Context: an optimization exercise on an open-source flow, tuned for small area and a short achievable clock period. The choices shown serve that exercise and are no tape-out recipe.
RTL that was checked went through simulation tests only; none was proved equivalent to the original.
Function not checked in runs 1 to 3: the RTL went through the layout flow alone.
No activity file was given, so power comes from the tool's default toggle rates.

<file path="config.mk">
export PLATFORM = sky130hd
export DESIGN_NAME = FIR
export DESIGN_NICKNAME = FIR
export VERILOG_FILES = /design/flow/design.v
export SDC_FILE = /design/flow/constraint.sdc
export NUM_CORES = 4
export LEC_CHECK = 0
export CAP_MARGIN = 20
export CORE_MARGIN = 2
export CORE_UTILIZATION = 40
export SETUP_SLACK_MARGIN = 5
export SLEW_MARGIN = 20
export SYNTH_HIERARCHICAL = 1
export SYNTH_MINIMUM_KEEP_SIZE = 0
</file>
<file path="constraint.sdc">
create_clock -name core_clock -period 12.0 [get_ports {clk}]
set_input_delay 2.4000 -clock core_clock [delete_from_list [all_inputs] [get_ports {clk}]]
set_output_delay 2.4000 -clock core_clock [all_outputs]
set_load 0.01 [all_outputs]
</file>
<file path="design.v">
module FIR(Dout,
           Din,
           clk,
           reset);
    output  [17:0]  Dout;
    input   [7:0]   Din;
    input           clk, reset;
    reg [7:0]  x1, x2n, x3, x4n, x5, x6n, x7;
    reg [15:0] Sn;       
    wire       rn;       
    rinv ur (reset, rn);
    wire s1, c2;
    fa u2 (x2n[0], x4n[0], 1'b1, s1, c2);
    wire s3, c4;
    fa u4 (x2n[1], x4n[1], c2, s3, c4);
    wire s5, c6;
    fa u6 (x2n[2], x4n[2], c4, s5, c6);
    wire s7, c8;
    fa u8 (x2n[3], x4n[3], c6, s7, c8);
    wire s9, c10;
    fa u10 (x2n[4], x4n[4], c8, s9, c10);
    wire s11, c12;
    fa u12 (x2n[5], x4n[5], c10, s11, c12);
    wire s13, c14;
    fa u14 (x2n[6], x4n[6], c12, s13, c14);
    wire s15, c16;
    fa u16 (x2n[7], x4n[7], c14, s15, c16);
    wire n17 = ~x6n[0];
    wire n18 = ~x6n[1];
    wire n19 = ~x6n[2];
    wire n20 = ~x6n[3];
    wire n21 = ~x6n[4];
    wire n22 = ~x6n[5];
    wire n23 = ~x6n[6];
    wire n24 = ~x6n[7];
    wire n25 = ~s1;
    wire n26 = ~s3;
    wire n27 = ~s5;
    wire n28 = ~s7;
    wire n29 = ~s9;
    wire n30 = ~s11;
    wire n31 = ~s13;
    wire n32 = ~s15;
    wire n33 = ~c16;
    wire n34 = ~x7[0];
    wire n35 = ~x7[1];
    wire n36 = ~x7[2];
    wire n37 = ~x7[3];
    wire n38 = ~x7[4];
    wire n39 = ~x7[5];
    wire n40 = ~x7[6];
    wire n41 = ~x7[7];
    wire s42, c43;
    fa u43 (n17, n34, Din[0], s42, c43);
    wire s44, c45;
    fa u45 (n18, n35, s1, s44, c45);
    wire s46, c47;
    fa u47 (s44, Din[1], c43, s46, c47);
    wire s48, c49;
    fa u49 (x3[0], n19, n36, s48, c49);
    wire s50, c51;
    fa u51 (s48, s3, c45, s50, c51);
    wire s52, c53;
    fa u53 (s50, Din[2], c47, s52, c53);
    wire s54, c55;
    fa u55 (x3[1], x7[0], n20, s54, c55);
    wire s56, c57;
    fa u57 (n37, c49, s54, s56, c57);
    wire s58, c59;
    fa u59 (s56, s5, c51, s58, c59);
    wire s60, c61;
    fa u61 (s58, Din[3], c53, s60, c61);
    wire s62, c63;
    fa u63 (x3[0], x3[2], x7[1], s62, c63);
    wire s64, c65;
    fa u65 (n17, n21, n38, s64, c65);
    wire s66, c67;
    fa u67 (c55, s62, n25, s66, c67);
    wire s68, c69;
    fa u69 (s64, c57, s66, s68, c69);
    wire s70, c71;
    fa u71 (s68, s7, c59, s70, c71);
    wire s72, c73;
    fa u73 (Din[0], Din[4], s70, s72, c73);
    wire s74, c75;
    fa u75 (x1[0], x5[0], x3[0], s74, c75);
    wire s76, c77;
    fa u77 (x3[1], x3[3], x7[2], s76, c77);
    wire s78, c79;
    fa u79 (n18, n22, n39, s78, c79);
    wire s80, c81;
    fa u81 (c63, c65, s74, s80, c81);
    wire s82, c83;
    fa u83 (s76, n25, s78, s82, c83);
    wire s84, c85;
    fa u85 (n26, c67, s80, s84, c85);
    wire s86, c87;
    fa u87 (s82, c69, s84, s86, c87);
    wire s88, c89;
    fa u89 (Din[1], Din[5], s86, s88, c89);
    wire s90, c91;
    fa u91 (s9, c71, s88, s90, c91);
    wire s92, c93;
    fa u93 (x1[1], x5[1], x3[1], s92, c93);
    wire s94, c95;
    fa u95 (x3[2], x3[4], x7[3], s94, c95);
    wire s96, c97;
    fa u97 (n19, n23, n40, s96, c97);
    wire s98, c99;
    fa u99 (c75, c77, c79, s98, c99);
    wire s100, c101;
    fa u101 (s92, s94, s96, s100, c101);
    wire s102, c103;
    fa u103 (c81, n26, c83, s102, c103);
    wire s104, c105;
    fa u105 (s98, s100, n27, s104, c105);
    wire s106, c107;
    fa u107 (c85, s102, s104, s106, c107);
    wire s108, c109;
    fa u109 (Din[2], Din[6], c87, s108, c109);
    wire s110, c111;
    fa u111 (s106, c89, s108, s110, c111);
    wire s112, c113;
    fa u113 (s11, c91, s110, s112, c113);
    wire s114, c115;
    fa u115 (x1[2], x5[2], x3[2], s114, c115);
    wire s116, c117;
    fa u117 (x3[3], x3[5], x7[4], s116, c117);
    wire s118, c119;
    fa u119 (n20, n24, n41, s118, c119);
    wire s120, c121;
    fa u121 (c93, c95, c97, s120, c121);
    wire s122, c123;
    fa u123 (s114, s116, s118, s122, c123);
    wire s124, c125;
    fa u125 (c99, c101, s120, s124, c125);
    wire s126, c127;
    fa u127 (s122, n27, c103, s126, c127);
    wire s128, c129;
    fa u129 (s124, n28, c105, s128, c129);
    wire s130, c131;
    fa u131 (Din[3], Din[7], s126, s130, c131);
    wire s132, c133;
    fa u133 (c107, s128, c109, s132, c133);
    wire s134, c135;
    fa u135 (s130, c111, s132, s134, c135);
    wire s136, c137;
    fa u137 (s13, c113, s134, s136, c137);
    wire s138, c139;
    fa u139 (x1[3], x5[3], x3[3], s138, c139);
    wire s140, c141;
    fa u141 (x3[4], x3[6], x7[5], s140, c141);
    wire s142, c143;
    fa u143 (n21, c115, c117, s142, c143);
    wire s144, c145;
    fa u145 (c119, s138, s140, s144, c145);
    wire s146, c147;
    fa u147 (c121, s142, c123, s146, c147);
    wire s148, c149;
    fa u149 (s144, c125, s146, s148, c149);
    wire s150, c151;
    fa u151 (n28, c127, Din[4], s150, c151);
    wire s152, c153;
    fa u153 (s148, n29, c129, s152, c153);
    wire s154, c155;
    fa u155 (c131, s150, s152, s154, c155);
    wire s156, c157;
    fa u157 (c133, s154, c135, s156, c157);
    wire s158, c159;
    fa u159 (s15, s156, c137, s158, c159);
    wire s160, c161;
    fa u161 (x1[4], x5[4], x3[4], s160, c161);
    wire s162, c163;
    fa u163 (x3[5], x3[7], x7[6], s162, c163);
    wire s164, c165;
    fa u165 (n22, c139, c141, s164, c165);
    wire s166, c167;
    fa u167 (s160, s162, c143, s166, c167);
    wire s168, c169;
    fa u169 (c145, s164, s166, s168, c169);
    wire s170, c171;
    fa u171 (c147, s168, Din[5], s170, c171);
    wire s172, c173;
    fa u173 (c149, n29, c151, s172, c173);
    wire s174, c175;
    fa u175 (s170, n30, c153, s174, c175);
    wire s176, c177;
    fa u177 (s172, c155, s174, s176, c177);
    wire s178, c179;
    fa u179 (c16, s176, c157, s178, c179);
    wire w180;
    g_xnor2 g180 (s178, c159, w180);
    wire w181;
    g_or2 g181 (s178, c159, w181);
    wire s182, c183;
    fa u183 (x1[5], x5[5], x3[5], s182, c183);
    wire s184, c185;
    fa u185 (x3[6], x7[7], n23, s184, c185);
    wire s186, c187;
    fa u187 (c161, c163, s182, s186, c187);
    wire s188, c189;
    fa u189 (s184, c165, s186, s188, c189);
    wire s190, c191;
    fa u191 (c167, s188, c169, s190, c191);
    wire s192, c193;
    fa u193 (Din[6], s190, c171, s192, c193);
    wire s194, c195;
    fa u195 (n30, c173, s192, s194, c195);
    wire s196, c197;
    fa u197 (n31, c175, s194, s196, c197);
    wire s198, c199;
    fa u199 (c177, s196, c179, s198, c199);
    wire s200, c201;
    fa u201 (x1[6], x5[6], x3[6], s200, c201);
    wire s202, c203;
    fa u203 (x3[7], n24, c183, s202, c203);
    wire s204, c205;
    fa u205 (c185, s200, c187, s204, c205);
    wire s206, c207;
    fa u207 (s202, c189, s204, s206, c207);
    wire s208, c209;
    fa u209 (Din[7], s206, c191, s208, c209);
    wire s210, c211;
    fa u211 (s208, c193, n31, s210, c211);
    wire s212, c213;
    fa u213 (c195, n32, s210, s212, c213);
    wire s214, c215;
    fa u215 (c197, s212, c199, s214, c215);
    wire s216, c217;
    fa u217 (x1[7], x5[7], x3[7], s216, c217);
    wire s218, c219;
    fa u219 (c201, s216, c203, s218, c219);
    wire s220, c221;
    fa u221 (c205, s218, c207, s220, c221);
    wire s222, c223;
    fa u223 (s220, c209, n33, s222, c223);
    wire s224, c225;
    fa u225 (n32, c211, s222, s224, c225);
    wire s226, c227;
    fa u227 (c213, s224, c215, s226, c227);
    wire s228, c229;
    fa u229 (c217, c219, c221, s228, c229);
    wire s230, c231;
    fa u231 (s228, n33, c223, s230, c231);
    wire s232, c233;
    fa u233 (c225, s230, c227, s232, c233);
    wire s234, c235;
    fa u235 (c229, c231, c233, s234, c235);
    wire n236 = ~s52;
    wire s237, c238;
    ha u238 (s60, s52, s237, c238);
    wire s239, c240;
    fa u240 (c61, s72, c238, s239, c240);
    wire s241, c242;
    fa u242 (c73, s90, c240, s241, c242);
    wire s243, c244;
    ha u244 (s112, c242, s243, c244);
    wire s245, c246;
    ha u246 (s136, c244, s245, c246);
    wire s247, c248;
    ha u248 (s158, c246, s247, c248);
    wire s249, c250;
    ha u250 (w180, c248, s249, c250);
    wire s251, c252;
    fa u252 (w181, s198, c250, s251, c252);
    wire w253;
    g_xnor2 g253 (s214, c252, w253);
    wire w254;
    g_or2 g254 (s214, c252, w254);
    wire w255;
    g_xnor2 g255 (s226, w254, w255);
    wire w256;
    g_or2 g256 (s226, w254, w256);
    wire w257;
    g_xnor2 g257 (s232, w256, w257);
    wire w258;
    g_or2 g258 (s232, w256, w258);
    wire w259;
    g_xnor2 g259 (s234, w258, w259);
    wire w260;
    g_or2 g260 (s234, w258, w260);
    wire w261;
    g_xnor2 g261 (c235, w260, w261);
    wire [15:0] S_next = {w261, w259, w257, w255, w253, s251, s249, s247, s245, s243, s241, s239, s237, n236, s46, s42};
    always @(posedge clk) begin
        x1  <= Din & {8{rn}};
        x2n <= ~(x1 & {8{rn}});
        x3  <= ~(x2n | {8{reset}});
        x4n <= ~(x3 & {8{rn}});
        x5  <= ~(x4n | {8{reset}});
        x6n <= ~(x5 & {8{rn}});
        x7  <= ~(x6n | {8{reset}});
    end
    always @(posedge clk)
        Sn <= (~(S_next & {{16{{rn}}}}) & 16'h00FE) | (~(S_next | {{16{{reset}}}}) & 16'hFF01);
    wire [15:0] y;
    outadd ua (Sn, Din, 1'b0, y);
    assign Dout = {2'b00, y};
endmodule
module outadd(input [15:0] sn, input [7:0] d, input [0:0] k, output [15:0] y);
    wire o_w1;
    g_inv o_g1 (d[0], o_w1);
    wire o_s2, o_c3;
    fa o_u3 (sn[3], o_w1, d[3], o_s2, o_c3);
    wire o_w4;
    g_inv o_g4 (d[1], o_w4);
    wire o_s5, o_c6;
    fa o_u6 (sn[4], o_w4, d[4], o_s5, o_c6);
    wire o_w7;
    g_inv o_g7 (d[2], o_w7);
    wire o_s8, o_c9;
    fa o_u9 (sn[5], o_w7, d[5], o_s8, o_c9);
    wire o_w10;
    g_inv o_g10 (d[3], o_w10);
    wire o_s11, o_c12;
    fa o_u12 (sn[6], o_w10, d[6], o_s11, o_c12);
    wire o_w13;
    g_inv o_g13 (d[4], o_w13);
    wire o_s14, o_c15;
    fa o_u15 (sn[7], o_w13, d[7], o_s14, o_c15);
    wire o_w16;
    g_inv o_g16 (sn[8], o_w16);
    wire o_s17, o_c18;
    ha o_u18 (o_w16, d[5], o_s17, o_c18);
    wire o_w19;
    g_inv o_g19 (sn[9], o_w19);
    wire o_s20, o_c21;
    ha o_u21 (o_w19, d[6], o_s20, o_c21);
    wire o_w22;
    g_inv o_g22 (sn[10], o_w22);
    wire o_s23, o_c24;
    ha o_u24 (o_w22, d[7], o_s23, o_c24);
    wire o_w25;
    g_nor2 o_g25 (sn[0], d[0], o_w25);
    wire o_w26;
    g_xor2 o_g26 (sn[0], d[0], o_w26);
    wire o_w27;
    g_nor2 o_g27 (sn[1], d[1], o_w27);
    wire o_w28;
    g_xor2 o_g28 (sn[1], d[1], o_w28);
    wire o_w29;
    g_nor2 o_g29 (sn[2], d[2], o_w29);
    wire o_w30;
    g_xor2 o_g30 (sn[2], d[2], o_w30);
    wire o_w31;
    g_nor2 o_g31 (o_s5, o_c3, o_w31);
    wire o_w32;
    g_xor2 o_g32 (o_s5, o_c3, o_w32);
    wire o_w33;
    g_nor2 o_g33 (o_s8, o_c6, o_w33);
    wire o_w34;
    g_xor2 o_g34 (o_s8, o_c6, o_w34);
    wire o_w35;
    g_nor2 o_g35 (o_s11, o_c9, o_w35);
    wire o_w36;
    g_xor2 o_g36 (o_s11, o_c9, o_w36);
    wire o_w37;
    g_nor2 o_g37 (o_s14, o_c12, o_w37);
    wire o_w38;
    g_xor2 o_g38 (o_s14, o_c12, o_w38);
    wire o_w39;
    g_and2b o_g39 (o_s17, o_c15, o_w39);
    wire o_w40;
    g_xnor2 o_g40 (o_s17, o_c15, o_w40);
    wire o_s41, o_c42;
    ha o_u42 (o_s20, o_c18, o_s41, o_c42);
    wire o_s43, o_c44;
    ha o_u44 (o_s23, o_c21, o_s43, o_c44);
    wire o_w45;
    g_and2b o_g45 (o_c24, sn[11], o_w45);
    wire o_w46;
    g_xnor2 o_g46 (o_c24, sn[11], o_w46);
    wire o_w47;
    g_aoi21 o_g47 (o_w28, o_w25, o_w27, o_w47);
    wire o_w48;
    g_nand2 o_g48 (o_w28, o_w26, o_w48);
    wire o_w49;
    g_inv o_g49 (o_w29, o_w49);
    wire o_w50;
    g_nor2 o_g50 (o_s2, o_w49, o_w50);
    wire o_w51;
    g_inv o_g51 (o_w30, o_w51);
    wire o_w52;
    g_nor2 o_g52 (o_s2, o_w51, o_w52);
    wire o_w53;
    g_aoi21 o_g53 (o_w34, o_w31, o_w33, o_w53);
    wire o_w54;
    g_nand2 o_g54 (o_w34, o_w32, o_w54);
    wire o_w55;
    g_aoi21 o_g55 (o_w38, o_w35, o_w37, o_w55);
    wire o_w56;
    g_nand2 o_g56 (o_w38, o_w36, o_w56);
    wire o_w57;
    g_aoi21 o_g57 (o_s41, o_w39, o_c42, o_w57);
    wire o_w58;
    g_nand2 o_g58 (o_s41, o_w40, o_w58);
    wire o_w59;
    g_aoi21 o_g59 (o_w46, o_c44, o_w45, o_w59);
    wire o_w60;
    g_nand2 o_g60 (o_w46, o_s43, o_w60);
    wire o_w61;
    g_nor2 o_g61 (sn[13], sn[12], o_w61);
    wire o_w62;
    g_nor2 o_g62 (sn[15], sn[14], o_w62);
    wire o_w63;
    g_inv o_g63 (o_w47, o_w63);
    wire o_w64;
    g_aoi21 o_g64 (o_w30, o_w63, o_w29, o_w64);
    wire o_w65;
    g_inv o_g65 (o_w48, o_w65);
    wire o_w66;
    g_nand2 o_g66 (o_w30, o_w65, o_w66);
    wire o_w67;
    g_aoi21 o_g67 (o_w52, o_w63, o_w50, o_w67);
    wire o_w68;
    g_nand2 o_g68 (o_w52, o_w65, o_w68);
    wire o_w69;
    g_inv o_g69 (o_w53, o_w69);
    wire o_w70;
    g_aoi21 o_g70 (o_w36, o_w69, o_w35, o_w70);
    wire o_w71;
    g_inv o_g71 (o_w54, o_w71);
    wire o_w72;
    g_nand2 o_g72 (o_w36, o_w71, o_w72);
    wire o_w73;
    g_oai21 o_g73 (o_w56, o_w53, o_w55, o_w73);
    wire o_w74;
    g_nor2 o_g74 (o_w56, o_w54, o_w74);
    wire o_w75;
    g_inv o_g75 (o_w57, o_w75);
    wire o_w76;
    g_aoi21 o_g76 (o_s43, o_w75, o_c44, o_w76);
    wire o_w77;
    g_inv o_g77 (o_w58, o_w77);
    wire o_w78;
    g_nand2 o_g78 (o_s43, o_w77, o_w78);
    wire o_w79;
    g_oai21 o_g79 (o_w60, o_w57, o_w59, o_w79);
    wire o_w80;
    g_nor2 o_g80 (o_w60, o_w58, o_w80);
    wire o_w81;
    g_inv o_g81 (o_w61, o_w81);
    wire o_w82;
    g_nor2 o_g82 (sn[14], o_w81, o_w82);
    wire o_w83;
    g_nand2 o_g83 (o_w62, o_w61, o_w83);
    wire o_w84;
    g_inv o_g84 (o_w67, o_w84);
    wire o_w85;
    g_aoi21 o_g85 (o_w32, o_w84, o_w31, o_w85);
    wire o_w86;
    g_inv o_g86 (o_w68, o_w86);
    wire o_w87;
    g_nand2 o_g87 (o_w32, o_w86, o_w87);
    wire o_w88;
    g_oai21 o_g88 (o_w54, o_w67, o_w53, o_w88);
    wire o_w89;
    g_nor2 o_g89 (o_w54, o_w68, o_w89);
    wire o_w90;
    g_oai21 o_g90 (o_w72, o_w67, o_w70, o_w90);
    wire o_w91;
    g_nor2 o_g91 (o_w72, o_w68, o_w91);
    wire o_w92;
    g_aoi21 o_g92 (o_w74, o_w84, o_w73, o_w92);
    wire o_w93;
    g_nand2 o_g93 (o_w74, o_w86, o_w93);
    wire o_w94;
    g_inv o_g94 (o_w79, o_w94);
    wire o_w95;
    g_nor2 o_g95 (sn[12], o_w94, o_w95);
    wire o_w96;
    g_inv o_g96 (o_w80, o_w96);
    wire o_w97;
    g_nor2 o_g97 (sn[12], o_w96, o_w97);
    wire o_w98;
    g_nand2 o_g98 (o_w61, o_w79, o_w98);
    wire o_w99;
    g_nand2 o_g99 (o_w61, o_w80, o_w99);
    wire o_w100;
    g_nand2 o_g100 (o_w82, o_w79, o_w100);
    wire o_w101;
    g_nand2 o_g101 (o_w82, o_w80, o_w101);
    wire o_w102;
    g_nor2 o_g102 (o_w83, o_w94, o_w102);
    wire o_w103;
    g_nor2 o_g103 (o_w83, o_w96, o_w103);
    wire o_w104;
    g_inv o_g104 (o_w92, o_w104);
    wire o_w105;
    g_aoi21 o_g105 (o_w40, o_w104, o_w39, o_w105);
    wire o_w106;
    g_inv o_g106 (o_w93, o_w106);
    wire o_w107;
    g_nand2 o_g107 (o_w40, o_w106, o_w107);
    wire o_w108;
    g_oai21 o_g108 (o_w58, o_w92, o_w57, o_w108);
    wire o_w109;
    g_nor2 o_g109 (o_w58, o_w93, o_w109);
    wire o_w110;
    g_oai21 o_g110 (o_w78, o_w92, o_w76, o_w110);
    wire o_w111;
    g_nor2 o_g111 (o_w78, o_w93, o_w111);
    wire o_w112;
    g_aoi21 o_g112 (o_w80, o_w104, o_w79, o_w112);
    wire o_w113;
    g_nand2 o_g113 (o_w80, o_w106, o_w113);
    wire o_w114;
    g_aoi21 o_g114 (o_w97, o_w104, o_w95, o_w114);
    wire o_w115;
    g_nand2 o_g115 (o_w97, o_w106, o_w115);
    wire o_w116;
    g_oai21 o_g116 (o_w99, o_w92, o_w98, o_w116);
    wire o_w117;
    g_nor2 o_g117 (o_w99, o_w93, o_w117);
    wire o_w118;
    g_oai21 o_g118 (o_w101, o_w92, o_w100, o_w118);
    wire o_w119;
    g_nor2 o_g119 (o_w101, o_w93, o_w119);
    wire o_w120;
    g_aoi21 o_g120 (o_w103, o_w104, o_w102, o_w120);
    wire o_w121;
    g_nand2 o_g121 (o_w103, o_w106, o_w121);
    wire o_w122;
    g_xor2 o_g122 (o_w28, o_w25, o_w122);
    wire o_w123;
    g_xnor2 o_g123 (o_w30, o_w47, o_w123);
    wire o_w124;
    g_xor2 o_g124 (o_s2, o_w64, o_w124);
    wire o_w125;
    g_xnor2 o_g125 (o_w32, o_w67, o_w125);
    wire o_w126;
    g_xnor2 o_g126 (o_w34, o_w85, o_w126);
    wire o_w127;
    g_xor2 o_g127 (o_w36, o_w88, o_w127);
    wire o_w128;
    g_xor2 o_g128 (o_w38, o_w90, o_w128);
    wire o_w129;
    g_xnor2 o_g129 (o_w40, o_w92, o_w129);
    wire o_w130;
    g_xnor2 o_g130 (o_s41, o_w105, o_w130);
    wire o_w131;
    g_xor2 o_g131 (o_s43, o_w108, o_w131);
    wire o_w132;
    g_xor2 o_g132 (o_w46, o_w110, o_w132);
    wire o_w133;
    g_xor2 o_g133 (sn[12], o_w112, o_w133);
    wire o_w134;
    g_xor2 o_g134 (sn[13], o_w114, o_w134);
    wire o_w135;
    g_xnor2 o_g135 (sn[14], o_w116, o_w135);
    wire o_w136;
    g_xnor2 o_g136 (sn[15], o_w118, o_w136);
    assign y = {o_w136, o_w135, o_w134, o_w133, o_w132, o_w131, o_w130, o_w129, o_w128, o_w127, o_w126, o_w125, o_w124, o_w123, o_w122, o_w26};
endmodule
module rinv(input r, output rn);
    assign rn = ~r;
endmodule
module g_and2b(input a, bn, output y);
    assign y = a & ~bn;
endmodule
module g_aoi21(input a1, a2, b1, output y);
    assign y = ~((a1 & a2) | b1);
endmodule
module g_inv(input a, output y);
    assign y = ~a;
endmodule
module g_nand2(input a, b, output y);
    assign y = ~(a & b);
endmodule
module g_nor2(input a, b, output y);
    assign y = ~(a | b);
endmodule
module g_oai21(input a1, a2, b1, output y);
    assign y = ~((a1 | a2) & b1);
endmodule
module g_or2(input a, b, output y);
    assign y = a | b;
endmodule
module g_xnor2(input a, b, output y);
    assign y = ~(a ^ b);
endmodule
module g_xor2(input a, b, output y);
    assign y = a ^ b;
endmodule
module fa(input a, input b, input c, output s, output co);
    assign s = a ^ b ^ c;
    assign co = (a & b) | (a & c) | (b & c);
endmodule
module ha(input a, input b, output s, output co);
    assign s = a ^ b;
    assign co = a & b;
endmodule
</file>
<file path="flow/run.sh">
#!/bin/bash
# Own layout flow: the standard ORFS flow (standard.sh's make command and
# synthesis, unchanged), with these changes after synthesis:
#  - timing repair aims at a setup slack margin of $MARGIN ns,
#  - port buffers are buf_2 cells (ORFS's default pick is a delay cell),
#  - clock tree: clkbuf_8 buffers, larger sink clusters, no dummy loads.
# ORFS writes each tool's log under orfs/logs/; make's output goes to
# make_*.log in this folder.
set -euo pipefail
MARGIN=5
MAKELINE=$(grep '^make ' standard.sh | sed 's/"\${@:-finish}"//')
run_make() { eval "$MAKELINE"' "$@"'; }
run_make synth > make_synth.log 2>&1
run_make "SETUP_SLACK_MARGIN=$MARGIN" \
  "BUFFER_PORTS_ARGS=-buffer_cell sky130_fd_sc_hd__buf_2" \
  "CTS_ARGS=-sink_clustering_enable -repair_clock_nets -dont_use_dummy_load -buf_list sky130_fd_sc_hd__clkbuf_8 -sink_clustering_size 30 -sink_clustering_max_diameter 100" \
  finish > make_finish.log 2>&1
# everything is built: this only writes out/final.def from the final layout
bash standard.sh finish > make_def.log 2>&1
</file>
<file path="standard.sh">
#!/bin/bash
# synth_recipe.tcl (not shown) runs the flow's synth.tcl, then flattens the netlist and writes it again
# the make line also repeats each setting of config.mk as NAME=value (left out here)
make -C /OpenROAD-flow-scripts/flow DESIGN_CONFIG=/design/flow/config.mk WORK_HOME=/design/flow/orfs CLKGATE_MAP_FILE= SYNTH_SCRIPT=/design/flow/synth_recipe.tcl "${@:-finish}"
</file>
==> summary.txt, run 1 <==
==================================================================================
Final design utilization ............................................       43.77%
Most common cell type on the critical path .......................... sky130_fd_sc_hd__fa_2
Core outline area ...................................................   12,520 µm²
Starting DRC count in detailed routing ..............................           79
Chain of cells forming the critical path ............................ clkbuf_4, fa_2, fa_2, fa_2, fa_1, ha_2, fa_2, fa_2, ha_1, ha_1, ha_1, ha_1, fa_2, or2_1, or2_1, or2_1, or2_1, xnor2_1, nor2_1
WP data arrival .....................................................      7.17 ns
Signed area change from the synthesized netlist to the final layout .       7.804%
Total routed wirelength .............................................      8622 µm
Crit path buffers/inverters .........................................            1
Flops & latches, synth ..............................................           72
Detailed-route wire length per cell .................................     14.11 µm
Sequential fraction of the synthesis area ...........................       28.36%
Share of total power in combinational logic .........................        62.0%
Most frequent cells in the layout ................................... 97 x sky130_fd_sc_hd__fa_1, 72 x sky130_fd_sc_hd__dfxtp_1, 45 x sky130_fd_sc_hd__inv_1, 44 x sky130_fd_sc_hd__nor2_1, 40 x sky130_fd_sc_hd__nand2_1
Post-route fraction of the period consumed by the critical path .....       58.22%
Remaining global-route overflow .....................................            0
Most common cell after layout, fill and taps aside .................. sky130_fd_sc_hd__fa_1
Layout cells sized above 1 ..........................................       18.91%
TritonCTS clock tree ................................................         done
Worst setup startpoint ..............................................       Din[0]
Switching part of the total power ...................................       40.32%
Final weighted congestion in routability-driven placement ...........       0.8159
Max capacitance violation total .....................................            0
Wire length of the first global-routing pass ........................    14,060 µm
Reported leakage power ..............................................  0.002416 µW
Die footprint .......................................................   13,620 µm²
Critical path data required time ....................................     12.19 ns
Die outline width ...................................................     116.7 µm
Final setup fails ...................................................            0
Cell at the root of the clock tree .................................. sky130_fd_sc_hd__clkbuf_8
Final Hold Viols ....................................................            0
Distinct cell type count after synthesis ............................           19
Category of the critical setup timing path .......................... input port to flop
Avg Cell Area, Syn ..................................................    11.99 µm²
Critical Path Fanout Max ............................................            6
RSZ-0062 raised after global routing ................................         true
Worst setup SP type .................................................   input port
Diode insertion count for antenna repair ............................            0
Ys Warns ............................................................            7
Run status .......................................................... finished clean
Initial core utilization ............................................       40.60%
Clock Path Buffers ..................................................            2
Number of routed nets with antenna violations .......................            0
Power per standard cell area ........................................ 207.5 nW/µm²
Area of the mapped netlist ..........................................     5082 µm²
Router iterations before antenna repair .............................            4
Worst-Skew Late Latency .............................................      0.34 ns
Maximum clock frequency .............................................    143.1 MHz
Number of port buffers ..............................................           25
Worst path slowest cell ............................................. sky130_fd_sc_hd__fa_1
Max-slew headroom ...................................................       51.89%
Design internal power ...............................................     678.5 µW
Reg power frac ......................................................        25.1%
Crit-path max cell delay ............................................      0.44 ns
Count of pins on the block boundary .................................           28
Sink Count ..........................................................           72
Total Negative Setup Slacks .........................................         0 ns
Nets@finish .........................................................          573
Overall Global Routing Usage ........................................       13.94%
Endpoint kind of the worst setup timing path ........................         flop
Kind of cell adding the most delay to the critical path .............  adder cells
Antenna violations before repair ....................................            0
Placement Rows ......................................................           41
Largest net degree at the start of global routing ...................           40
Max Transition Viols Final ..........................................            0
Switching Power .....................................................     458.4 µW
Cells after Synth ...................................................          424
Vias after detailed routing .........................................        2,700
Die Y ...............................................................     116.7 µm
Maximum ir drop on the vdd rail ..................................... 0.00007591 V
Hold-fix buffers, CTS ...............................................            0
Inserted Clock Buffers ..............................................            9
Layout Skew .........................................................   0.02108 ns
Clock period minus worst slack ......................................     6.987 ns
CTS H-Tree Depth ....................................................            3
Share of total power in the clock network ...........................        12.9%
Kind of path behind the tightest hold check ......................... flop to flop
Min-delay src ....................................................... x5[6]$_DFF_P_
Number of global-route vias before repair ...........................        2,909
DRC violation count after routing ...................................            0
Detailed placement HPWL .............................................      7098 µm
Post-DR vias/cell ...................................................        4.419
Worst R2R Start ..................................................... x2n[0]$_DFF_P_
Worst Tran Pin Value ................................................    0.7217 ns
Clk slew on worst S/H paths .........................................      0.07 ns
==================================================================================
-- timing repair --
item                       CTS  global route
setup endpoints to repair    5             9
gates resized for setup      6            17
setup buffers                1             4
pin swaps                    3             8
-- cells by family (layout without fill, tap and decap cells) --
kind of cell / Yosys count / in the layout / share of synthesized area [%]
flops: 72 / 72 / 28.36
buf+inv: 72 / 86 / 7.632
xor+xnor: 30 / 30 / 5.170
other cells: 2 / 3 / 0.1478
simple gates: 104 / 104 / 8.912
fa+ha+maj: 122 / 122 / 46.58
compound gates: 22 / 22 / 3.200
-- metrics by stage --
stage	setup WS, ns	hold WS (ns)	cell area (µm²)	cells	power [µW]
floorplan	5.007	0.3856	5101	425	900.0
global placement	4.656	0.3929	5234	597	963.5
detailed placement	4.630	0.3969	5234	597	971.0
CTS	4.936	0.4062	5385	607	1127
global route	4.840	0.4132	5479	611	1249
finish	5.013	0.4003	5479	611	1137
-- final timing paths --
check	to	slack, ns	depth (start not counted)
worst max-delay path	Sn[15]$_DFF_P_	5.01	19
worst min-delay path	x6n[6]$_DFF_P_	0.40	1
worst max register to register	Sn[15]$_DFF_P_	5.08	18
worst min register to register	x6n[6]$_DFF_P_	0.40	1
-- modules after synthesis (local to each module, per instance) --
module	area, µm²	flops+latches	cells inside
rinv	3.754	0	1
ha	12.51	0	1
g_and2b	13.76	0	1
g_or2	6.256	0	1
g_inv	3.754	0	1
g_xnor2	8.758	0	1
fa	20.02	0	1
outadd	120.1	0	16
g_xor2	8.758	0	1
g_oai21	5.005	0	1
g_nand2	3.754	0	1
g_aoi21	8.758	0	1
FIR	1938	72	181
g_nor2	3.754	0	1
-- synth_stat cells --
master | instances | area share [%]
sky130_fd_sc_hd__a21oi_2 | 14 | 2.4
sky130_fd_sc_hd__and2_1 | 8 | 0.98
sky130_fd_sc_hd__buf_2 | 1 | 0.098
sky130_fd_sc_hd__buf_4 | 19 | 2.8
sky130_fd_sc_hd__buf_6 | 6 | 1.3
sky130_fd_sc_hd__conb_1 | 2 | 0.15
sky130_fd_sc_hd__dfxtp_1 | 72 | 28
sky130_fd_sc_hd__fa_1 | 112 | 44
sky130_fd_sc_hd__ha_1 | 10 | 2.5
sky130_fd_sc_hd__inv_1 | 46 | 3.4
sky130_fd_sc_hd__nand2_1 | 40 | 3.0
sky130_fd_sc_hd__nand2b_1 | 1 | 0.12
sky130_fd_sc_hd__nor2_1 | 45 | 3.3
sky130_fd_sc_hd__nor2_2 | 3 | 0.37
sky130_fd_sc_hd__nor2b_4 | 2 | 0.54
sky130_fd_sc_hd__o21ai_1 | 8 | 0.79
sky130_fd_sc_hd__or2_1 | 5 | 0.62
sky130_fd_sc_hd__xnor2_1 | 15 | 2.6
sky130_fd_sc_hd__xor2_1 | 15 | 2.6
-- state kept, by name (all words and copies together) (netlist names) --
register / cells
Sn: 16
x1: 8
x7: 8
x2n: 8
x5: 8
x6n: 8
x4n: 8
x3: 8
-- worst register-to-register path: stages, from the launching register on --
cell and delay, ns:
sky130_fd_sc_hd__dfxtp_1 0.33, sky130_fd_sc_hd__fa_2 0.40, sky130_fd_sc_hd__fa_2 0.37, sky130_fd_sc_hd__fa_2 0.58
sky130_fd_sc_hd__inv_1 0.09, sky130_fd_sc_hd__fa_1 0.51, sky130_fd_sc_hd__fa_1 0.44, sky130_fd_sc_hd__fa_1 0.45
sky130_fd_sc_hd__fa_1 0.42, sky130_fd_sc_hd__fa_1 0.39, sky130_fd_sc_hd__fa_1 0.40, sky130_fd_sc_hd__fa_2 0.36
sky130_fd_sc_hd__fa_1 0.39, sky130_fd_sc_hd__fa_2 0.35, sky130_fd_sc_hd__fa_2 0.35, sky130_fd_sc_hd__fa_1 0.50
sky130_fd_sc_hd__or2_1 0.24, sky130_fd_sc_hd__xnor2_1 0.13, sky130_fd_sc_hd__nor2_1 0.05
-- layer usage --
metal | global-route usage, % | part of all wire (%)
met5 | 0 | 0
met4 | 4.941 | 1.5
met3 | 2.543 | 3.3
met2 | 22.93 | 48
met1 | 18.65 | 47
-- layout make-up --
class	instances	area, µm²
Clock buffer	9	123.9
Fill cell	1171	7038
Inverter	46	172.7
Multi-Input combinational cell	281	3348
Sequential cell	72	1441
Tap cell	172	215.2
Timing Repair Buffer	31	177.7
-- power groups by stage --
stage                     Clock [µW]  Combinational [µW]  Sequential, µW
after floorplan                    0                 612             288
after detailed placement           0                 680             291
after global placement             0                 673             291
final                            147                 705             285
after CTS                        152                 690             286
after global routing             160                 802             288
==> inputs of run 2 (changes only) <==
--- a/flow/run.sh
+++ b/flow/run.sh
@@ -7,7 +7,7 @@
 # ORFS writes each tool's log under orfs/logs/; make's output goes to
 # make_*.log in this folder.
 set -euo pipefail
-MARGIN=5
+MARGIN=5.15
 MAKELINE=$(grep '^make ' standard.sh | sed 's/"\${@:-finish}"//')
 run_make() { eval "$MAKELINE"' "$@"'; }
 run_make synth > make_synth.log 2>&1
==> summary.txt, run 2 <==
==================================================================================
Flip-flop count of the largest register after layout ................           16
Number of port buffers ..............................................           25
Met1 track demand over resource .....................................       18.75%
Signed area change from the synthesized netlist to the final layout .       9.577%
Crit-path max cell delay ............................................      0.44 ns
Die footprint .......................................................   13,620 µm²
Category of the critical setup timing path .......................... input port to flop
Most common cell type on the critical path .......................... sky130_fd_sc_hd__fa_2
Chain of cells forming the critical path ............................ buf_4, fa_2, fa_2, fa_2, fa_1, ha_2, fa_2, fa_2, ha_1, ha_1, ha_1, ha_2, fa_2, or2_1, or2_1, or2_1, or2_1, xnor2_1, nor2_1
CTS H-Tree Depth ....................................................            3
Clock Path Buffers ..................................................            2
Sink Count ..........................................................           72
Most common cell in the netlist ..................................... sky130_fd_sc_hd__fa_1
Cell at the root of the clock tree .................................. sky130_fd_sc_hd__clkbuf_8
Reported leakage power ..............................................  0.002457 µW
Initial core utilization ............................................       40.60%
Worst path slowest cell ............................................. sky130_fd_sc_hd__fa_1
Share of Yosys cell area claimed by the top area cell type ..........       44.12%
Flops & latches, synth ..............................................           72
Met2 usage ..........................................................       22.89%
Total power .........................................................      1163 µW
Commonest cells post-synth .......................................... 112 x sky130_fd_sc_hd__fa_1, 72 x sky130_fd_sc_hd__dfxtp_1, 46 x sky130_fd_sc_hd__inv_1
Post-synth EDFFs ....................................................            0
Top area cells in the synthesized netlist ........................... sky130_fd_sc_hd__fa_1 44%, sky130_fd_sc_hd__dfxtp_1 28%, sky130_fd_sc_hd__inv_1 3.4%
Layout Skew .........................................................   0.01549 ns
Post-DR vias/cell ...................................................        4.436
Count of pins on the block boundary .................................           28
RSZ-0062 raised after global routing ................................         true
Global-route layer with the greatest usage ..........................         met2
Worst Tran Pin Value ................................................    0.6980 ns
Endpoint kind of the worst setup timing path ........................         flop
Total routed wirelength .............................................      8681 µm
Overall Global Routing Usage ........................................       14.06%
Total Negative Setup Slacks .........................................         0 ns
DRC violation count after routing ...................................            0
Async S/R FF share, synth ...........................................           0%
Max-slew headroom ...................................................       53.47%
Number of routed nets with antenna violations .......................            0
Distinct cell type count after synthesis ............................           19
Max capacitance violation total .....................................            0
Diode insertion count for antenna repair ............................            0
Worst-Skew Late Latency .............................................      0.34 ns
Critical Path Fanout Max ............................................            6
Starting DRC count in detailed routing ..............................           71
Sequential fraction of the synthesis area ...........................       28.36%
Most common cell after layout, fill and taps aside .................. sky130_fd_sc_hd__fa_1
Post-route fraction of the period consumed by the critical path .....       57.95%
Final Hold Viols ....................................................            0
Vias after detailed routing .........................................        2,746
Inserted Clock Buffers ..............................................            9
Die outline width ...................................................     116.7 µm
Placement Rows ......................................................           41
Kind of path behind the tightest hold check ......................... flop to flop
Max Transition Viols Final ..........................................            0
Final setup fails ...................................................            0
Wire length of the first global-routing pass ........................    14,230 µm
TritonCTS clock tree ................................................         done
Number of global-route vias before repair ...........................        3,015
Worst setup SP type .................................................   input port
Met3 usage in global routing ........................................       2.958%
Maximum clock frequency .............................................    143.8 MHz
Run status .......................................................... finished clean
Layout cells sized above 1 ..........................................       22.60%
Hold-fix buffers, CTS ...............................................            0
Avg Cell Area, Syn ..................................................    11.99 µm²
Area of the mapped netlist ..........................................     5082 µm²
Cells after Synth ...................................................          424
Final weighted congestion in routability-driven placement ...........       0.8144
Largest net degree at the start of global routing ...................           38
WP data arrival .....................................................      7.15 ns
Leading area contributor after synthesis ............................ sky130_fd_sc_hd__fa_1
Fill cells ..........................................................        1,162
Nets@finish .........................................................          581
Critical path data required time ....................................     12.20 ns
Clk slew on worst S/H paths .........................................      0.07 ns
Antenna violations before repair ....................................            0
Clock period minus worst slack ......................................     6.954 ns
Ys Warns ............................................................            7
Most frequent cells in the layout ................................... 93 x sky130_fd_sc_hd__fa_1, 72 x sky130_fd_sc_hd__dfxtp_1, 45 x sky130_fd_sc_hd__inv_1, 43 x sky130_fd_sc_hd__nor2_1, 39 x sky130_fd_sc_hd__nand2_1
Register bank with the most flops ...................................           Sn
Remaining global-route overflow .....................................            0
Die Y ...............................................................     116.7 µm
Router iterations before antenna repair .............................            4
Core outline area ...................................................   12,520 µm²
Detailed placement HPWL .............................................      7107 µm
Maximum ir drop on the vdd rail ..................................... 0.00007820 V
Power per standard cell area ........................................ 208.8 nW/µm²
Detailed-route wire length per cell .................................     14.02 µm
Dominant register cell in the synthesized netlist ................... sky130_fd_sc_hd__dfxtp_1
==================================================================================
## run 2: cell counts after synthesis
No cell type changed its count.
## run 2: where the power goes
| part | internal (µW) | switching [µW] | total [µW] |
|---|---|---|---|
| sequential | 269 | 16.5 | 286 |
| combinational | 357 | 372 | 730 |
| clock | 67.0 | 80.5 | 147 |
## run 2: cell families (layout without fill, tap and decap cells)
family                   count (synthesis)  count (layout)  share of synthesized area [%]
AO/OA/AOI/OAI                           22              22                          3.200
buffers and inverters                   72              94                          7.632
other                                    2               3                         0.1478
AND/OR/NAND/NOR                        104             104                          8.912
XOR/XNOR                                30              30                          5.170
adder cells (fa/ha/maj)                122             122                          46.58
flip-flops                              72              72                          28.36
## run 2: layout make-up
cell class / instances / area, µm² / share of cell area (%)
inverter: 46 / 172.7 / 3.100
multi-input combinational: 281 / 3369 / 60.50
tap: 172 / 215.2 / 3.864
clock buffer: 9 / 123.9 / 2.224
sequential: 72 / 1441 / 25.88
timing repair buffer: 39 / 246.5 / 4.426
## run 2: modules after synthesis, one instance, submodules excluded
module | flip-flops and latches | times used
g_or2 | 0 | 5
g_xnor2 | 0 | 15
ha | 0 | 10
g_and2b | 0 | 2
FIR | 72 | 1
fa | 0 | 112
g_oai21 | 0 | 8
g_inv | 0 | 20
outadd | 0 | 1
g_xor2 | 0 | 15
g_nor2 | 0 | 15
g_nand2 | 0 | 10
g_aoi21 | 0 | 14
rinv | 0 | 1
## run 2: timing repair
| action | CTS | global route |
|---|---|---|
| gates resized for setup | 16 | 18 |
| endpoints found under the setup margin | 9 | 9 |
| cloned | 0 | 0 |
| pin swaps | 9 | 11 |
| setup buffers | 9 | 4 |
## run 2: per-layer routing
| layer | vias to the layer above | share of wire (%) |
|---|---|---|
| met4 | 0 | 1.6 |
| met5 | - | 0 |
| li1 | 1277 | - |
| met1 | 1413 | 46 |
| met3 | 13 | 3.4 |
| met2 | 43 | 49 |
## run 2: stage by stage
step           hold WS [ns]  area, µm²  cells  setup WS (ns)  util (%)
5_1_grt              0.3994       5569    619          4.867     44.49
4_1_cts              0.3870       5495    615          5.012     43.90
3_5_place_dp         0.3932       5239    597          4.658     41.85
6_report             0.3890       5569    619          5.046     44.49
3_3_place_gp         0.3904       5239    597          4.698     41.85
2_1_floorplan        0.3856       5106    425          5.037         -
## run 2: path summary, 6_finish.rpt
kind	from	to	slack (ns)	cells after the start
min	x6n[3]$_DFF_P_	x7[3]$_DFF_P_	0.39	1
max reg2reg	x4n[0]$_DFF_P_	Sn[15]$_DFF_P_	5.14	18
min reg2reg	x6n[3]$_DFF_P_	x7[3]$_DFF_P_	0.39	1
max	Din[0]	Sn[15]$_DFF_P_	5.05	19
## run 2: worst max-delay path, delay by kind of cell
kind          cells  cell delay (ns)
xor+xnor          1             0.14
fa+ha+maj        12             3.47
simple gates      5             0.98
buf+inv           1             0.14
==> inputs of run 3 (changes only) <==
--- a/flow/run.sh
+++ b/flow/run.sh
@@ -7,7 +7,7 @@
 # ORFS writes each tool's log under orfs/logs/; make's output goes to
 # make_*.log in this folder.
 set -euo pipefail
-MARGIN=5.15
+MARGIN=5.3
 MAKELINE=$(grep '^make ' standard.sh | sed 's/"\${@:-finish}"//')
 run_make() { eval "$MAKELINE"' "$@"'; }
 run_make synth > make_synth.log 2>&1
==> summary.txt, run 3 <==
==================================================================================
Clock period minus worst slack ......................................     6.834 ns
Most common cell after layout, fill and taps aside .................. sky130_fd_sc_hd__fa_1
Die outline width ...................................................     116.7 µm
Area of combinational cells with multiple inputs ....................     3480 µm²
Kind of path behind the tightest hold check ......................... flop to flop
Flip-flop count of the largest register after layout ................           16
Leading area contributor after synthesis ............................ sky130_fd_sc_hd__fa_1
Placement Rows ......................................................           41
Max-slew headroom ...................................................       53.15%
Power per standard cell area ........................................ 219.9 nW/µm²
Final setup fails ...................................................            0
Worst Reg-to-Reg Cells ..............................................           18
Number of global-route vias before repair ...........................        3,143
CTS H-Tree Depth ....................................................            3
Diode insertion count for antenna repair ............................            0
DRC violation count after routing ...................................            0
Critical path data required time ....................................     12.20 ns
Async S/R FF share, synth ...........................................           0%
WP data arrival .....................................................      7.03 ns
TritonCTS clock tree ................................................         done
Maximum ir drop on the vdd rail .....................................  0.0001169 V
Run status .......................................................... finished clean
Final weighted congestion in routability-driven placement ...........       0.8122
Layout Skew .........................................................   0.03017 ns
Endpoint kind of the worst setup timing path ........................         flop
Avg Cell Area, Syn ..................................................    11.99 µm²
Detailed placement HPWL .............................................      7273 µm
Max capacitance violation total .....................................            0
Commonest cells post-synth .......................................... 112 x sky130_fd_sc_hd__fa_1, 72 x sky130_fd_sc_hd__dfxtp_1, 46 x sky130_fd_sc_hd__inv_1
Number of port buffers ..............................................           25
RSZ-0062 raised after global routing ................................         true
Total routed wirelength .............................................      8934 µm
Die Y ...............................................................     116.7 µm
Clk slew on worst S/H paths .........................................      0.09 ns
Post-synth EDFFs ....................................................            0
Layout cells sized above 1 ..........................................       28.29%
Register bank with the most flops ...................................           Sn
Signed area change from the synthesized netlist to the final layout .       13.54%
Flops & latches, synth ..............................................           72
Maximum clock frequency .............................................    146.3 MHz
Final Hold Viols ....................................................            0
Sequential fraction of the synthesis area ...........................       28.36%
Cells after Synth ...................................................          424
Post-route fraction of the period consumed by the critical path .....       56.95%
Inserted Clock Buffers ..............................................            9
Wire length of the first global-routing pass ........................    15,150 µm
Clock Path Buffers ..................................................            2
Vias after detailed routing .........................................        2,792
Register area .......................................................     1443 µm²
Hold path depth .....................................................            1
Post-DR vias/cell ...................................................        4.496
Share of Yosys cell area claimed by the top area cell type ..........       44.12%
Total Negative Setup Slacks .........................................         0 ns
Core outline area ...................................................   12,520 µm²
Final design utilization ............................................       46.10%
Critical Path Fanout Max ............................................            6
Remaining global-route overflow .....................................            0
Die footprint .......................................................   13,620 µm²
Initial core utilization ............................................       40.60%
Largest net degree at the start of global routing ...................           35
Reported leakage power ..............................................  0.002486 µW
Worst-Skew Late Latency .............................................      0.35 ns
Ys Warns ............................................................            7
Area of the mapped netlist ..........................................     5082 µm²
Cell at the root of the clock tree .................................. sky130_fd_sc_hd__clkbuf_8
Distinct cell type count after synthesis ............................           19
Dominant register cell in the synthesized netlist ................... sky130_fd_sc_hd__dfxtp_1
Max Transition Viols Final ..........................................            0
Count of pins on the block boundary .................................           28
Worst setup SP type .................................................   input port
Starting DRC count in detailed routing ..............................           51
Router iterations before antenna repair .............................            4
Antenna violations before repair ....................................            0
Worst Tran Pin Value ................................................    0.7027 ns
Most common cell in the netlist ..................................... sky130_fd_sc_hd__fa_1
Sink Count ..........................................................           72
Top area cells in the synthesized netlist ........................... sky130_fd_sc_hd__fa_1 44%, sky130_fd_sc_hd__dfxtp_1 28%, sky130_fd_sc_hd__inv_1 3.4%
Fill cells ..........................................................        1,145
Most frequent cells in the layout ................................... 83 x sky130_fd_sc_hd__fa_1, 71 x sky130_fd_sc_hd__dfxtp_1, 41 x sky130_fd_sc_hd__nor2_1, 39 x sky130_fd_sc_hd__inv_1, 38 x sky130_fd_sc_hd__nand2_1
Overall Global Routing Usage ........................................       15.06%
Category of the critical setup timing path .......................... input port to flop
Nets@finish .........................................................          583
Detailed-route wire length per cell .................................     14.39 µm
Number of routed nets with antenna violations .......................            0
==================================================================================
## run 3: final timing paths
path | startpoint | to | slack [ns]
worst max-delay path | Din[0] | Sn[15]$_DFF_P_ | 5.17
worst min-delay path | x6n[2]$_DFF_P_ | x7[2]$_DFF_P_ | 0.37
worst min register to register | x6n[2]$_DFF_P_ | x7[2]$_DFF_P_ | 0.37
worst max register to register | x4n[0]$_DFF_P_ | Sn[15]$_DFF_P_ | 5.28
## run 3: kinds of logic (layout without fill, tap and decap cells)
group / count (synthesis) / in the layout / share of synthesized area (%)
fa+ha+maj: 122 / 122 / 46.58
simple gates: 104 / 104 / 8.912
flops: 72 / 72 / 28.36
buf+inv: 72 / 96 / 7.632
xor+xnor: 30 / 30 / 5.170
compound gates: 22 / 22 / 3.200
other cells: 2 / 3 / 0.1478
## run 3: area by class of cell
cell class / count / share of cell area [%]
Clock buffer: 9 / 2.147
Inverter: 46 / 3.122
Multi-Input combinational cell: 281 / 60.30
Sequential cell: 72 / 25.00
Tap cell: 172 / 3.729
Timing Repair Buffer: 41 / 5.703
## run 3: power by group
part	switching (µW)	internal, µW
logic	411	425
registers	16.8	269
clock network	79.5	66.9
total	507	761
## run 3: worst max-delay path, cell delays in order
cell	delay (ns)
sky130_fd_sc_hd__buf_6	0.12
sky130_fd_sc_hd__fa_2	0.33
sky130_fd_sc_hd__fa_2	0.34
sky130_fd_sc_hd__fa_2	0.34
sky130_fd_sc_hd__fa_1	0.44
sky130_fd_sc_hd__ha_2	0.19
sky130_fd_sc_hd__fa_2	0.34
sky130_fd_sc_hd__fa_2	0.37
sky130_fd_sc_hd__ha_2	0.19
sky130_fd_sc_hd__ha_4	0.16
sky130_fd_sc_hd__ha_4	0.15
sky130_fd_sc_hd__ha_4	0.15
sky130_fd_sc_hd__fa_2	0.34
sky130_fd_sc_hd__or2_4	0.24
sky130_fd_sc_hd__or2_4	0.23
sky130_fd_sc_hd__or2_4	0.26
sky130_fd_sc_hd__or2_1	0.22
sky130_fd_sc_hd__xnor2_1	0.16
sky130_fd_sc_hd__nor2_1	0.05
## run 3: through the flow
step           hold slack [ns]  std cells  instance area [µm²]  total power (µW)  setup WS, ns
2_1_floorplan           0.3856        425                 5139             931.3         5.089
3_3_place_gp            0.3892        597                 5271             993.9         4.771
3_5_place_dp            0.3918        597                 5271              1012         4.723
4_1_cts                 0.3768        616                 5604              1212         5.100
5_1_grt                 0.4047        621                 5771              1402         5.028
6_report                0.3713        621                 5771              1269         5.166
## run 3: Yosys stat by module, one instance, submodules excluded, a selection
module,copies in the design,flip-flops and latches,cells inside
g_or2,5,0,1
outadd,1,0,16
g_xor2,15,0,1
g_nand2,10,0,1
ha,10,0,1
g_nor2,15,0,1
g_oai21,8,0,1
g_xnor2,15,0,1
rinv,1,0,1
## run 3: per-layer routing
layer  GRT usage [%]  share of wire [%]  vias to the layer above
met5               0                  0                        -
met4           4.706                1.1                        0
met3           2.647                2.6                        9
met2           26.05                 52                       44
met1           19.37                 45                     1455
li1                -                  -                     1284
## run 3: timing repair
| item | CTS | global route |
|---|---|---|
| buffers inserted | 10 | 5 |
| hold buffers | 0 | 0 |
| pin swaps | 20 | 24 |
| endpoints found under the setup margin | 10 | 9 |
| resized for setup | 40 | 35 |
==> inputs of run 4 (changes only) <==
--- a/design.v
+++ b/design.v
@@ -188,10 +188,8 @@
     fa u177 (s172, c155, s174, s176, c177);
     wire s178, c179;
     fa u179 (c16, s176, c157, s178, c179);
-    wire w180;
-    g_xnor2 g180 (s178, c159, w180);
-    wire w181;
-    g_or2 g181 (s178, c159, w181);
+    wire w180 = ~(s178 ^ c159);
+    wire w181 = s178 | c159;
     wire s182, c183;
     fa u183 (x1[5], x5[5], x3[5], s182, c183);
     wire s184, c185;
@@ -263,24 +261,16 @@
     ha u250 (w180, c248, s249, c250);
     wire s251, c252;
     fa u252 (w181, s198, c250, s251, c252);
-    wire w253;
-    g_xnor2 g253 (s214, c252, w253);
-    wire w254;
-    g_or2 g254 (s214, c252, w254);
-    wire w255;
-    g_xnor2 g255 (s226, w254, w255);
-    wire w256;
-    g_or2 g256 (s226, w254, w256);
-    wire w257;
-    g_xnor2 g257 (s232, w256, w257);
-    wire w258;
-    g_or2 g258 (s232, w256, w258);
-    wire w259;
-    g_xnor2 g259 (s234, w258, w259);
-    wire w260;
-    g_or2 g260 (s234, w258, w260);
-    wire w261;
-    g_xnor2 g261 (c235, w260, w261);
+    wire w253 = ~(s214 ^ c252);
+    wire w254 = s214 | c252;
+    wire w255 = ~(s226 ^ w254);
+    wire w256 = s226 | w254;
+    wire w257 = ~(s232 ^ w256);
+    wire w258 = s232 | w256;
+    wire w259 = ~(s234 ^ w258);
+    wire w260 = s234 | w258;
+    wire w261 = ~(c235 ^ w260);
+    wire w262 = c235 | w260;
     wire [15:0] S_next = {w261, w259, w257, w255, w253, s251, s249, s247, s245, s243, s241, s239, s237, n236, s46, s42};
     always @(posedge clk) begin
         x1  <= Din & {8{rn}};
@@ -573,9 +563,6 @@
 module g_oai21(input a1, a2, b1, output y);
     assign y = ~((a1 | a2) & b1);
 endmodule
-module g_or2(input a, b, output y);
-    assign y = a | b;
-endmodule
 module g_xnor2(input a, b, output y);
     assign y = ~(a ^ b);
 endmodule
--- a/flow/run.sh
+++ b/flow/run.sh
@@ -7,7 +7,7 @@
 # ORFS writes each tool's log under orfs/logs/; make's output goes to
 # make_*.log in this folder.
 set -euo pipefail
-MARGIN=5.3
+MARGIN=5
 MAKELINE=$(grep '^make ' standard.sh | sed 's/"\${@:-finish}"//')
 run_make() { eval "$MAKELINE"' "$@"'; }
 run_make synth > make_synth.log 2>&1
==> summary.txt, run 4 <==
==================================================================================
Nets@finish .........................................................          583
Ys Warns ............................................................            7
Signed area change from the synthesized netlist to the final layout .       8.319%
Sequential fraction of the synthesis area ...........................       28.35%
Kind of cell adding the most delay to the critical path ............. compound AO/OA/AOI/OAI gates
Area of the mapped netlist ..........................................     5084 µm²
Most common cell after layout, fill and taps aside .................. sky130_fd_sc_hd__fa_1
Clk slew on worst S/H paths .........................................      0.07 ns
Endpoint of the lowest-slack register-to-register path .............. Sn[14]$_DFF_P_
Power per standard cell area ........................................ 200.8 nW/µm²
Final Worst Setup Slack .............................................     5.121 ns
Final setup fails ...................................................            0
Total Negative Setup Slacks .........................................         0 ns
Antenna violations before repair ....................................            0
Share of Yosys cell area claimed by the top area cell type ..........       44.11%
Number of port buffers ..............................................           25
Largest net degree at the start of global routing ...................           40
Max Transition Viols Final ..........................................            0
Overall Global Routing Usage ........................................       14.03%
Reg power frac ......................................................        25.9%
Router iterations before antenna repair .............................            6
Initial core utilization ............................................       40.61%
Layout Skew .........................................................   0.01905 ns
Worst setup SP type .................................................   input port
Diode insertion count for antenna repair ............................            0
Total power .........................................................      1106 µW
Total routed wirelength .............................................      8619 µm
Maximum clock frequency .............................................    145.4 MHz
Share of total power in the clock network ...........................        12.9%
Vias after detailed routing .........................................        2,706
Worst Setup EP ......................................................     Dout[13]
Worst-Skew Late Latency .............................................      0.34 ns
Most common cell type on the critical path .......................... sky130_fd_sc_hd__a21oi_2
Category of the critical setup timing path .......................... input port to primary output
Die Y ...............................................................     116.7 µm
Design internal power ...............................................     658.1 µW
Leading area contributor after synthesis ............................ sky130_fd_sc_hd__fa_1
Clock period minus worst slack ......................................     6.879 ns
Final Hold Viols ....................................................            0
Layout cells sized above 1 ..........................................       18.69%
Chain of cells forming the critical path ............................ clkbuf_4, inv_1, fa_1, xor2_2, a21oi_2, o21ai_1, a21oi_4, inv_2, a21oi_2, xor2_1, buf_2
Final weighted congestion in routability-driven placement ...........       0.8145
DP Worst Slack ......................................................     4.697 ns
Share of total power in combinational logic .........................        61.3%
Post-route fraction of the period consumed by the critical path .....       57.32%
WP data arrival .....................................................      4.48 ns
Sink Count ..........................................................           72
Reported leakage power ..............................................  0.002493 µW
Critical Path Fanout Max ............................................            6
Endpoint kind of the worst setup timing path ........................ primary output
Critical path data required time ....................................      9.60 ns
Max capacitance violation total .....................................            0
Placement Rows ......................................................           41
Distinct cell type count after synthesis ............................           18
Detailed placement HPWL .............................................      7183 µm
Commonest cells post-synth .......................................... 112 x sky130_fd_sc_hd__fa_1, 72 x sky130_fd_sc_hd__dfxtp_1, 55 x sky130_fd_sc_hd__inv_1
Top area cells in the synthesized netlist ........................... sky130_fd_sc_hd__fa_1 44%, sky130_fd_sc_hd__dfxtp_1 28%, sky130_fd_sc_hd__inv_1 4.1%
Flops & latches, synth ..............................................           72
Post-DR vias/cell ...................................................        4.393
Most frequent cells in the layout ................................... 97 x sky130_fd_sc_hd__fa_1, 70 x sky130_fd_sc_hd__dfxtp_1, 53 x sky130_fd_sc_hd__inv_1, 42 x sky130_fd_sc_hd__nor2_1, 40 x sky130_fd_sc_hd__nand2_1
Remaining global-route overflow .....................................            0
Worst Tran Pin Value ................................................    0.6538 ns
Die footprint .......................................................   13,630 µm²
Avg Cell Area, Syn ..................................................    11.91 µm²
Switching part of the total power ...................................       40.48%
Worst R2R Start ..................................................... x2n[0]$_DFF_P_
Number of global-route vias before repair ...........................        2,985
Max-slew headroom ...................................................       56.41%
Number of routed nets with antenna violations .......................            0
Clock Path Buffers ..................................................            2
Cells after Synth ...................................................          427
Cell at the root of the clock tree .................................. sky130_fd_sc_hd__clkbuf_8
Dominant register cell in the synthesized netlist ................... sky130_fd_sc_hd__dfxtp_1
Final-layout worst hold slack .......................................    0.3886 ns
Kind of path behind the tightest hold check ......................... flop to flop
Async S/R FF share, synth ...........................................           0%
Switching Power .....................................................     447.5 µW
Crit-path max cell delay ............................................      0.52 ns
Run status .......................................................... finished clean
Post-synth EDFFs ....................................................            0
Critical path depth in cells ........................................           11
Detailed-route wire length per cell .................................     13.99 µm
Maximum ir drop on the vdd rail ..................................... 0.00006623 V
Wire length of the first global-routing pass ........................    14,210 µm
TritonCTS clock tree ................................................         done
DRC violation count after routing ...................................            0
Count of pins on the block boundary .................................           28
Crit path buffers/inverters .........................................            4
Worst R2R Setup Slack ...............................................      5.19 ns
Most common cell in the netlist ..................................... sky130_fd_sc_hd__fa_1
Register bank with the most flops ...................................           Sn
Core outline area ...................................................   12,520 µm²
Inserted Clock Buffers ..............................................            9
RSZ-0062 raised after global routing ................................         true
Die outline width ...................................................     116.7 µm
CTS H-Tree Depth ....................................................            3
Starting DRC count in detailed routing ..............................           74
Worst setup startpoint ..............................................       Din[2]
Flip-flop count of the largest register after layout ................           16
Worst path slowest cell ............................................. sky130_fd_sc_hd__fa_1
Worst Reg-to-Reg Cells ..............................................           18
==================================================================================
==> run 4: cell types whose count changed after synthesis, sizes merged <==
cell   delta
buf       -1
ha        +5
inv       +9
nor2      -4
nor2b     +4
or2       -5
xnor2     -6
xor2      +1
==> run 4: per-layer routing <==
metal | vias to the layer above | wire length [µm] | global-route usage, %
met5 | - | 0 | 0
met4 | 0 | 97 | 4.235
met3 | 7 | 183 | 2.647
met2 | 38 | 4307 | 23.12
met1 | 1391 | 4031 | 19.00
li1 | 1270 | - | -
==> run 4: repair_timing <==
item                                    CTS  global route
gates cloned                              0             0
hold buffers                              0             0
pin swaps                                 2             6
resized for setup                        10            19
buffers inserted                          0             6
endpoints found under the setup margin    5             9
==> run 4: layout make-up <==
class / instances / area (µm²)
fill: 1177 / 7010
sequential: 72 / 1444
timing repair buffer: 32 / 182.7
multi-input combinational: 276 / 3334
clock buffer: 9 / 123.9
inverter: 55 / 206.4
tap: 172 / 215.2
==> run 4: worst min path at each step <==
stage	end	startpoint	cells past startpoint
3_3_place_gp	x7[1]$_DFF_P_	x6n[1]$_DFF_P_	1
3_5_place_dp	x7[4]$_DFF_P_	x6n[4]$_DFF_P_	1
5_1_grt	x7[4]$_DFF_P_	x6n[4]$_DFF_P_	1
2_1_floorplan	x7[0]$_DFF_P_	x6n[0]$_DFF_P_	1
6_report	x6n[0]$_DFF_P_	x5[0]$_DFF_P_	1
4_1_cts	x6n[0]$_DFF_P_	x5[0]$_DFF_P_	1
==> run 4: cell families after synthesis <==
kind of cell               Yosys count  share of synthesized area (%)
AOI/OAI and AO/OA                   22                          3.200
and+or+nand+nor                     99                          8.344
xor gates and xnor gates            25                          4.307
other                                2                         0.1477
adders and majority gates          127                          47.80
buffers and inverters               80                          7.851
DFF                                 72                          28.35
==> run 4: per-module statistics from Yosys, one instance, submodules excluded, a selection <==
module / copies in the design / area (µm²) / cells inside / flops+latches
g_nor2: 15 / 3.754 / 1 / 0
g_oai21: 8 / 5.005 / 1 / 0
g_and2b: 2 / 13.76 / 1 / 0
rinv: 1 / 3.754 / 1 / 0
g_nand2: 10 / 3.754 / 1 / 0
g_xnor2: 9 / 8.758 / 1 / 0
g_aoi21: 14 / 8.758 / 1 / 0
g_inv: 20 / 3.754 / 1 / 0
outadd: 1 / 120.1 / 16 / 0
==> run 4: metrics by stage <==
step	std cells	util, %	area, µm²
floorplan	428	-	5087
global placement	601	41.88	5243
detailed placement	601	41.88	5243
CTS	610	43.19	5406
global route	616	43.99	5507
finish	616	43.99	5507
==> run 4: power by group through the flow <==
stage / combinational (µW) / sequential [µW] / clock [µW]
after global placement: 640 / 291 / 0
after global routing: 789 / 289 / 157
after detailed placement: 647 / 292 / 0
after CTS: 667 / 286 / 148
final: 678 / 286 / 142
after floorplan: 569 / 288 / 0

[static timing again, ports no longer ideal]
The flow's constraints put no driver on any port. The routed layouts listed below were extracted and timed again, unchanged, in two steps.
Step 1 assumes that a clkbuf_16 drives the clock port and a buf_2 every other input.
Step 2 moves the port delays by t, midway between the first and last clock arrival at a register: inputs arrive t later, outputs are due t later. That takes back most of the time a late clock gives input paths.
a / b / c = ideal / step 1 / step 2; a / b = the first two.
| run | t, ns | slack for setup (ns) | hold WS [ns] |
|---|---|---|---|
| run 1 | 0.365 | 5.013 / 5.023 / 4.657 | 0.400 / 0.400 / 0.400 |
| run 2 | 0.368 | 5.046 / 5.053 / 4.685 | 0.389 / 0.389 / 0.389 |
| run 3 | 0.369 | 5.166 / 5.159 / 4.790 | 0.371 / 0.371 / 0.371 |
| run 4 | 0.360 | 5.121 / 5.089 / 4.818 | 0.389 / 0.389 / 0.389 |
After both steps every run listed still meets setup and hold. The setup slack of run 3, which loses most, moves by -0.007 ns with the drivers and by -0.376 ns with both steps.
